This is an optimization exercise on Yosys and OpenROAD, whose aim is a short achievable clock period and few clock cycles, not a production implementation.
In this exercise RTL edits were held to simulation tests only and were not proved equivalent to the original.

## design/flow/config.mk

```make
export PLATFORM = sky130hd
export DESIGN_NAME = rv32i_top
export DESIGN_NICKNAME = rv32i_top
export VERILOG_FILES = /design/flow/design.v
export SDC_FILE = /design/flow/constraint.sdc
export NUM_CORES = 4
export LEC_CHECK = 0
export ABC_CLOCK_PERIOD_IN_PS = 3000
export CAP_MARGIN = 20
export CORE_MARGIN = 2
export CORE_UTILIZATION = 45
export PLACE_DENSITY = 0.6
export SETUP_SLACK_MARGIN = 4.5
export SLEW_MARGIN = 20
```

## design/flow/constraint.sdc

```tcl
create_clock -name core_clock -period 8.0 [get_ports {clk}]
set_input_delay 1.6000 -clock core_clock [delete_from_list [all_inputs] [get_ports {clk}]]
set_output_delay 1.6000 -clock core_clock [all_outputs]
set_load 0.01 [all_outputs]
```

## design/flow/design.v

```verilog
`timescale 1ns / 1ps
module alu(
    input logic [31:0] a,
    input logic [31:0] b,
    input logic [9:0] sel,
    output logic [31:0] y
    );
    logic [31:0] r_add, r_sub, r_sll, r_srl, r_sra;
    logic lt, ltu;
    assign r_add = a + b;
    assign r_sub = a - b;
    assign r_sll = a << b[4:0];
    assign r_srl = a >> b[4:0];
    assign r_sra = $signed(a) >>> b[4:0];
    assign lt = $signed(a) < $signed(b);
    assign ltu = a < b;
    assign y = ({32{sel[0]}} & r_add) |
               ({32{sel[1]}} & r_sub) |
               ({32{sel[2]}} & r_sll) |
               ({32{sel[3]}} & {31'd0, lt}) |
               ({32{sel[4]}} & {31'd0, ltu}) |
               ({32{sel[5]}} & (a ^ b)) |
               ({32{sel[6]}} & r_srl) |
               ({32{sel[7]}} & r_sra) |
               ({32{sel[8]}} & (a | b)) |
               ({32{sel[9]}} & (a & b));
endmodule
`timescale 1ns / 1ps
module imm_gen(
    input logic [31:0] inst,
    output logic [31:0] imm_i,
    output logic [31:0] imm_s,
    output logic [31:0] imm_b,
    output logic [31:0] imm_u,
    output logic [31:0] imm_j
    );
    assign imm_i = {{20{inst[31]}}, inst[31:20]};
    assign imm_s = {{20{inst[31]}}, inst[31:25], inst[11:7]};
    assign imm_b = {{19{inst[31]}}, inst[31], inst[7], inst[30:25], inst[11:8], 1'b0};
    assign imm_u = {inst[31:12], 12'b0};
    assign imm_j = {{11{inst[31]}}, inst[31], inst[19:12], inst[20], inst[30:21], 1'b0};
endmodule
`timescale 1ns / 1ps
module reg_file(
    input logic clk,
    input logic reset_n,
    input logic reg_write,
    input logic [4:0] raddr1,
    input logic [4:0] raddr2,
    input logic [4:0] waddr,
    input logic [31:0] wdata,
    output logic [31:0] rdata1,
    output logic [31:0] rdata2
    );
    logic [31:0] x [1:31];
    always_ff @(posedge clk, negedge reset_n) begin
        if (!reset_n) begin
            for (int i = 1; i < 32; i++)
                x[i] <= 32'd0;
        end else if (reg_write && waddr != 5'd0)
            x[waddr] <= wdata;
    end
    always_comb begin
        rdata1 = (raddr1 == 5'd0) ? 32'd0 : x[raddr1];
        rdata2 = (raddr2 == 5'd0) ? 32'd0 : x[raddr2];
    end
endmodule
`timescale 1ns / 1ps
module alignment_unit(
    input logic [31:0] word,
    input logic [1:0] addr,
    input logic [2:0] funct3,
    output logic [31:0] data
    );
    logic [31:0] sh;
    logic [7:0] b;
    logic [15:0] h;
    assign sh = word >> {addr, 3'b000};
    assign b = sh[7:0];
    assign h = sh[15:0];
    always_comb begin
        case (funct3[1:0])
            2'b00: data = {{24{b[7] & ~funct3[2]}}, b};
            2'b01: data = {{16{h[15] & ~funct3[2]}}, h};
            default: data = word;
        endcase
    end
endmodule
`timescale 1ns / 1ps
module data_mem(
    input logic store,
    input logic [1:0] addr,
    input logic [2:0] funct3,
    input logic [31:0] rs2,
    output logic [3:0] wstrb,
    output logic [31:0] wdata
    );
    always_comb begin
        case (funct3[1:0])
            2'b00: begin
                wstrb = 4'b0001 << addr;
                wdata = {4{rs2[7:0]}};
            end
            2'b01: begin
                wstrb = addr[1] ? 4'b1100 : 4'b0011;
                wdata = {2{rs2[15:0]}};
            end
            default: begin
                wstrb = 4'b1111;
                wdata = rs2;
            end
        endcase
        if (!store) wstrb = 4'b0000;
    end
endmodule
`timescale 1ns / 1ps
module data_path_pl(
    input logic clk,
    input logic reset_n,
    output logic [31:0] imem_addr,
    input logic [31:0] imem_rdata,
    output logic [31:0] dmem_addr,
    output logic [31:0] dmem_wdata,
    output logic [3:0] dmem_wstrb,
    input logic [31:0] dmem_rdata
    );
    logic [31:0] pc;
    logic        e_wr, e_load, e_store, e_br, e_jalr, e_pred;
    logic        e_fwd_a, e_fwd_b, e_fwd_1, e_fwd_2;
    logic [9:0]  e_sel;
    logic [4:0]  e_rd;
    logic [2:0]  e_f3;
    logic [31:0] e_a, e_b, e_c1, e_c2, e_imm, e_alt;
    logic        m_wr, m_load;
    logic [4:0]  m_rd;
    logic [2:0]  m_f3;
    logic [31:0] m_res, m_wdata;
    logic [3:0]  m_wstrb;
    logic [31:0] inst;
    assign imem_addr = pc;
    assign inst = imem_rdata;
    logic [4:0] opc;
    logic [4:0] rs1, rs2, rd;
    logic [2:0] f3;
    assign opc = inst[6:2];
    assign rd  = inst[11:7];
    assign f3  = inst[14:12];
    assign rs1 = inst[19:15];
    assign rs2 = inst[24:20];
    logic op_lui, op_auipc, op_jal, op_jalr, op_br, op_load, op_store, op_imm, op_reg;
    assign op_lui   = (opc == 5'b01101);
    assign op_auipc = (opc == 5'b00101);
    assign op_jal   = (opc == 5'b11011);
    assign op_jalr  = (opc == 5'b11001);
    assign op_br    = (opc == 5'b11000);
    assign op_load  = (opc == 5'b00000);
    assign op_store = (opc == 5'b01000);
    assign op_imm   = (opc == 5'b00100);
    assign op_reg   = (opc == 5'b01100);
    logic use1, use2, f_wr;
    assign use1 = op_jalr | op_br | op_load | op_store | op_imm | op_reg;
    assign use2 = op_br | op_store | op_reg;
    assign f_wr = (op_lui | op_auipc | op_jal | op_jalr | op_load | op_imm | op_reg) & (rd != 5'd0);
    logic [31:0] imm_i, imm_s, imm_b, imm_u, imm_j;
    imm_gen imm_gen_inst(
        .inst(inst), .imm_i(imm_i), .imm_s(imm_s), .imm_b(imm_b), .imm_u(imm_u), .imm_j(imm_j)
    );
    logic [31:0] rf1, rf2, wb_data;
    reg_file reg_file_inst(
        .clk(clk), .reset_n(reset_n),
        .reg_write(m_wr), .waddr(m_rd), .wdata(wb_data),
        .raddr1(rs1), .raddr2(rs2),
        .rdata1(rf1), .rdata2(rf2)
    );
    logic [31:0] rv1, rv2;
    assign rv1 = (m_wr && m_rd == rs1) ? wb_data : rf1;
    assign rv2 = (m_wr && m_rd == rs2) ? wb_data : rf2;
    logic hit1, hit2, stall;
    assign hit1 = e_wr && (e_rd == rs1);
    assign hit2 = e_wr && (e_rd == rs2);
    assign stall = e_load && ((use1 && hit1) || (use2 && hit2));
    logic [31:0] pc4, f_target, pc_auipc;
    logic f_jump, pred;
    assign pc4 = pc + 32'd4;
    assign pred = op_br & inst[31];
    assign f_jump = op_jal | pred;
    assign f_target = pc + (op_jal ? imm_j : imm_b);
    assign pc_auipc = pc + imm_u;
    logic [31:0] a, b, c1, c2, alu_y;
    assign a  = e_fwd_a ? m_res : e_a;
    assign b  = e_fwd_b ? m_res : e_b;
    assign c1 = e_fwd_1 ? m_res : e_c1;
    assign c2 = e_fwd_2 ? m_res : e_c2;
    alu alu_inst(.a(a), .b(b), .sel(e_sel), .y(alu_y));
    logic eq, lt, ltu, taken;
    assign eq  = (c1 == c2);
    assign lt  = $signed(c1) < $signed(c2);
    assign ltu = c1 < c2;
    always_comb begin
        case (e_f3)
            3'b000: taken = eq;
            3'b001: taken = ~eq;
            3'b100: taken = lt;
            3'b101: taken = ~lt;
            3'b110: taken = ltu;
            default: taken = ~ltu;
        endcase
    end
    logic redirect;
    logic [31:0] jalr_target, redirect_pc;
    assign jalr_target = (c1 + e_imm) & ~32'd1;
    assign redirect = e_jalr | (e_br & (taken != e_pred));
    assign redirect_pc = e_jalr ? jalr_target : e_alt;
    logic [3:0] st_strb;
    logic [31:0] st_data;
    data_mem data_mem_inst(
        .store(e_store), .addr(alu_y[1:0]), .funct3(e_f3), .rs2(c2),
        .wstrb(st_strb), .wdata(st_data)
    );
    assign dmem_addr = m_res;
    assign dmem_wdata = m_wdata;
    assign dmem_wstrb = m_wstrb;
    logic [31:0] ld_data;
    alignment_unit alignment_unit_inst(
        .word(dmem_rdata), .addr(m_res[1:0]), .funct3(m_f3), .data(ld_data)
    );
    assign wb_data = m_load ? ld_data : m_res;
    logic [31:0] next_pc;
    always_comb begin
        if (redirect) next_pc = redirect_pc;
        else if (stall) next_pc = pc;
        else if (f_jump) next_pc = f_target;
        else next_pc = pc4;
    end
    always_ff @(posedge clk, negedge reset_n) begin
        if (!reset_n) pc <= 32'd0;
        else pc <= next_pc;
    end
    logic issue;
    assign issue = ~redirect & ~stall;
    logic pre;    
    assign pre = op_lui | op_auipc | op_jal | op_jalr;
    logic [9:0] sel;
    always_comb begin
        sel = 10'd0;
        if (op_imm | op_reg) begin
            case (f3)
                3'b000: sel[(op_reg & inst[30]) ? 1 : 0] = 1'b1;
                3'b001: sel[2] = 1'b1;
                3'b010: sel[3] = 1'b1;
                3'b011: sel[4] = 1'b1;
                3'b100: sel[5] = 1'b1;
                3'b101: sel[inst[30] ? 7 : 6] = 1'b1;
                3'b110: sel[8] = 1'b1;
                default: sel[9] = 1'b1;
            endcase
        end else
            sel[0] = 1'b1;
    end
    always_ff @(posedge clk, negedge reset_n) begin
        if (!reset_n) begin
            e_wr <= 1'b0; e_load <= 1'b0; e_store <= 1'b0; e_br <= 1'b0; e_jalr <= 1'b0;
            e_pred <= 1'b0;
            e_fwd_a <= 1'b0; e_fwd_b <= 1'b0; e_fwd_1 <= 1'b0; e_fwd_2 <= 1'b0;
            e_sel <= 10'd1;
        end else begin
            e_wr    <= issue & f_wr;
            e_load  <= issue & op_load;
            e_store <= issue & op_store;
            e_br    <= issue & op_br;
            e_jalr  <= issue & op_jalr;
            e_pred  <= pred;
            e_fwd_a <= hit1 & ~pre;
            e_fwd_b <= hit2 & op_reg;
            e_fwd_1 <= hit1;
            e_fwd_2 <= hit2;
            e_sel   <= sel;
        end
    end
    always_ff @(posedge clk) begin
        e_rd  <= rd;
        e_f3  <= f3;
        e_a   <= op_lui ? imm_u : op_auipc ? pc_auipc : (op_jal | op_jalr) ? pc4 : rv1;
        e_b   <= pre ? 32'd0 : op_reg ? rv2 : op_store ? imm_s : imm_i;
        e_c1  <= rv1;
        e_c2  <= rv2;
        e_imm <= imm_i;
        e_alt <= pred ? pc4 : f_target;
    end
    always_ff @(posedge clk, negedge reset_n) begin
        if (!reset_n) begin
            m_wr <= 1'b0; m_load <= 1'b0; m_wstrb <= 4'd0;
        end else begin
            m_wr    <= e_wr;
            m_load  <= e_load;
            m_wstrb <= st_strb;
        end
    end
    always_ff @(posedge clk) begin
        m_rd    <= e_rd;
        m_f3    <= e_f3;
        m_res   <= alu_y;
        m_wdata <= st_data;
    end
endmodule
`timescale 1ns / 1ps
module rv32i_top(
    input logic clk,
    input logic reset_n,
    output logic [31:0] imem_addr,
    input logic [31:0] imem_rdata,
    output logic [31:0] dmem_addr,
    output logic [31:0] dmem_wdata,
    output logic [3:0] dmem_wstrb,
    input logic [31:0] dmem_rdata
    );
    data_path_pl dp(
        .clk(clk),
        .reset_n(reset_n),
        .imem_addr(imem_addr),
        .imem_rdata(imem_rdata),
        .dmem_addr(dmem_addr),
        .dmem_wdata(dmem_wdata),
        .dmem_wstrb(dmem_wstrb),
        .dmem_rdata(dmem_rdata)
    );
endmodule
```

## design/flow/run.sh

```bash
#!/bin/bash
# synth_recipe.tcl (not shown) runs the flow's synth.tcl, then flattens the netlist and writes it again
# the make line also repeats each setting of config.mk as NAME=value (left out here)
make -C /OpenROAD-flow-scripts/flow DESIGN_CONFIG=/design/flow/config.mk WORK_HOME=/design/flow/orfs CLKGATE_MAP_FILE= SYNTH_SCRIPT=/design/flow/synth_recipe.tcl finish
```

==> impl_metrics.py <==
metrics = {
    "layout": {
        "largest_reg_flops": 992,
        "regMostFlops": "dp.reg_file_inst.x",
        "area_growth_pct": 30.9,
        "design_area_um2": 94500,
        "postLayoutCoreUtil_pct": 59.5,
        "fin_nets": 9165,
        "drive_gt1_share_pct": 23.0,
    },
    "synth": {
        "synth_compound_area_share_pct": 27.7,
        "synthAdderAreaFrac_pct": 3.76,
        "async_reset_ff_share_pct": 80.6,
        "avgSynthCellArea_um2": 8.54,
        "yosysSeqAreaShare_pct": 43.4,
        "synthMuxAreaShare_pct": 3.44,
        "synth_edf_count": 0,
        "synth_xor_xnor_area_share_pct": 1.94,
        "synth_cell_type_count": 97,
        "yosys.area_share.simple_pct": 15.2,
        "synth.net_count": 8732,
        "syn_inst": 8452,
        "synth_top_family_by_area": "compound AO/OA/AOI/OAI gates",
        "netlist_area_um2": 72100,
        "synth_top_flop_cell": "dfrtp_1",
        "ys_ff_latch": 1302,
        "synth_warnings": 5,
    },
    "clocking": {
        "clkLatencyLatePin_ns": 0.84,
        "root_buffer": "clkbuf_16",
        "htreeDepth": 4,
        "cts_buffers": 144,
        "cts_hold_buffers": 0,
        "clock_sink_count": 1302,
        "tritoncts": "built",
        "clk_pin_slew_ns": 0.06,
        "cts_buffer_depth": 3,
    },
    "power_and_ir_drop": {
        "sequentialPowerShare_pct": 36.6,
        "combPwrFrac_pct": 37.5,
        "power_density_nw_per_um2": 286,
        "p_switching_uw": 11000,
        "power.total_uw": 27100,
        "intPower_uw": 16000,
        "max-vdd-ir-drop_v": 0.000266,
        "switching_share_pct": 40.7,
        "p_clk_share_pct": 25.9,
        "p_leak_uw": 0.0405,
    },
    "timing": {
        "setup_viol": 0,
        "clock_skew_ns": 0.0490,
        "fin_crit_ns": 4.39,
        "rsz0062_at_grt": "true",
        "maxSlewViolCount": 0,
        "worst_slew_pin_slew_ns": 1.34,
        "timing.slew.headroom_pct": 10.8,
        "fin_ws_ns": 3.61,
        "fmax_mhz": 228,
        "period_share_pct": 54.9,
        "hold_viol": 0,
        "tns_ns": 0,
    },
    "min_path": {
        "hold_path_startpoint": "dp.e_rd[1]$_DFF_P_",
        "hold_path_class": "register to register",
        "min_to": "dp.m_rd[1]$_DFF_P_",
        "whs_path_depth": 0,
    },
    "detailed_routing": {
        "via_count": 78800,
        "drc": 0,
        "firstDrtPassIters": 13,
        "via_per_inst": 7.10,
        "ant_nets": 0,
        "drt_iter0_markers": 14000,
        "wire_per_inst_um": 36.5,
        "finalWirelength_mm": 405,
    },
    "global_routing": {
        "grt_pass1_vias": 71400,
        "grt.overflow.total": 0,
        "grt_max_degree": 187,
        "grt_usage_pct": 46.6,
        "grt_pass1_wl_mm": 543,
        "antenna_found_initial": 34,
    },
    "floorplan": {
        "start_util_pct": 45.4,
        "row_count": 146,
        "dieWidth_um": 404,
        "die_area_um2": 164000,
        "io-pin-count": 166,
        "core_area_um2": 159000,
        "die_y_um": 404,
    },
    "critical_path": {
        "cp.required_ns": 8.72,
        "crit_arrival_ns": 5.11,
        "crit_type": "primary input to register",
        "worstRegToRegCells": 16,
        "end_kind": "register",
        "regToRegSetupSlack_ns": 3.65,
        "r2r_start": "dp.e_fwd_2$_DFF_PN0_",
        "cp_max_fo": 6,
        "reg2reg_to": "dp.e_wr$_DFF_PN0_",
        "cp-start-kind": "primary input",
    },
    "run": {
        "max-cap-violations": 0,
    },
    "status": {
        "status": "no timing/DRC/antenna violations",
    },
    "place": {
        "gp_congestion": 1.02,
        "dpl_worst_slack_ns": 1.77,
        "hpwl_mm": 233,
        "portBuffers": 163,
        "placed_area_um2": 77100,
    },
}
[stage by stage]
stage | hold slack [ns] | cells
2_1_floorplan | 0.329 | 8452
3_3_place_gp | 0.381 | 10200
3_5_place_dp | 0.383 | 10200
4_1_cts | 0.403 | 10800
5_1_grt | 0.409 | 11100
6_report | 0.399 | 11100
[placed cells by master, fill, tap and decap left out, drive strengths merged, types with 16 or more instances in the layout]
cell              n
dfrtp          1049
nand2b           37
a22o            166
a22oi           516
xnor2            95
nor2            411
a21oi           443
nand4           178
diode            29
clkdlybuf4s50   122
dlygate4sd2      16
and2             22
or3              17
o21ai          1334
xor2             65
nand2          1479
o211ai           56
ha              209
a221oi          183
buf             827
nor3            108
nor2b            21
o31ai            17
a211oi           45
nor4             36
nand3           138
a31oi            30
inv             145
a21o             77
mux2i           179
nand3b           17
mux2             63
dfxtp           252
clkinv           32
and3             35
o21bai           26
a222oi           64
o21a             30
clkbuf          224
[power groups by stage]
| stage | combinational, uW | sequential [uW] | clock, uW |
|---|---|---|---|
| after floorplan | 4970 | 9160 | 0 |
| after global placement | 7560 | 9860 | 0 |
| after detailed placement | 7700 | 9890 | 0 |
| after CTS | 8960 | 9730 | 6980 |
| after global routing | 10700 | 10000 | 7260 |
| final | 10100 | 9910 | 7000 |
[metal layers]
metal	track usage (%)	share of wire, %	vias to the layer above
met5	0.506	0.20	-
met1	56.4	34	37500
li1	-	-	31800
met2	65.8	40	6894
met4	35.5	11	42
met3	19.1	15	2517
[synth_stat cells, types with 77 or more instances]
| cell type | count | area share, % |
|---|---|---|
| nand4_1 | 178 | 1.5 |
| o21ai_0 | 1326 | 9.2 |
| nor3_1 | 108 | 0.75 |
| nand2_1 | 1479 | 7.7 |
| mux2i_1 | 175 | 2.4 |
| nand3_1 | 138 | 0.96 |
| ha_1 | 209 | 3.6 |
| a21oi_1 | 443 | 3.1 |
| xnor2_1 | 95 | 1.2 |
| a22oi_1 | 516 | 5.4 |
| inv_1 | 134 | 0.70 |
| dfrtp_1 | 1049 | 36 |
| dfxtp_1 | 252 | 7.0 |
| a21o_1 | 77 | 0.80 |
| clkbuf_1 | 625 | 3.3 |
| nor2_1 | 410 | 2.1 |
| a22o_1 | 166 | 2.0 |
| a221oi_1 | 183 | 2.2 |
[cell families after synthesis]
| kind of cell | after synthesis |
|---|---|
| compound gates | 3140 |
| simple gates | 2545 |
| flops | 1302 |
| buf+inv | 852 |
| mux | 239 |
| fa+ha+maj | 214 |
| xor+xnor | 160 |
[critical path: stages]
cell and delay [ns]:
dlygate4sd2_1 0.61, ha_1 0.39, o21a_1 0.18, o221ai_1 0.17
or4b_4 0.58, a31oi_4 0.26, o41ai_4 0.11, o21ai_2 0.17
a21oi_2 0.08, or4b_1 0.54, a31oi_1 0.18, a21oi_1 0.09
o31ai_2 0.17
[layout make-up]
cell class / count / area, um2
fill: 13700 / 64300
multi-input combinational: 6307 / 43600
sequential: 1302 / 31500
timing repair buffer: 991 / 11300
clock buffer: 205 / 4140
tap: 2072 / 2590
clock inverter: 53 / 742
inverter: 137 / 546
antenna: 29 / 72.6
timing repair inverter: 2 / 17.5
[worst max path at each step]
stage	end	cells after the start	startpoint
floorplan	dp.pc[26]$_DFFE_PN0P_	20	imem_rdata[5]
global placement	dp.e_a[31]$_DFF_P_	12	imem_rdata[17]
detailed placement	dp.pc[31]$_DFFE_PN0P_	18	imem_rdata[4]
CTS	dp.pc[12]$_DFFE_PN0P_	18	dp.e_fwd_2$_DFF_PN0_
global route	dp.pc[26]$_DFFE_PN0P_	18	imem_rdata[5]
finish	dp.pc[26]$_DFFE_PN0P_	13	imem_rdata[26]
[what timing repair did]
item                                    CTS  global route
setup buffers                           324           247
endpoints found under the setup margin  391           221
pin swaps                               217           385
gates cloned                             20            19
gates resized for setup                 845           726
Testbench counts, summed over its fixed seeds: cycles 18,643.

## afterwards: timing with drivers on the ports
In the flow no input, the clock included, has a driving cell. The finished layout below was timed again as built, in two steps. Step 1, drivers: a clkbuf_16 drives clk and a buf_2 each remaining input, both assumed. Step 2 times the ports against the registers' clock, not the clock port: input delays grow and output delays shrink by t, the midpoint of the rising clock arrivals with the driver on. Slacks: no drivers / after step 1 / after step 2; pairs: no drivers / after step 1.
t (ns): 0.895
setup slack, ns: 3.610 / 3.655 / 2.778
worst hold slack (ns): 0.399 / 0.399 / 0.399
latest minus earliest clock arrival (ns): 0.049 / 0.049
worst register clock-pin slew, ns: 0.08 / 0.08
After both steps this run still meets setup and hold. The setup slack of this run moves by +0.045 ns with the drivers and by -0.832 ns with both steps.
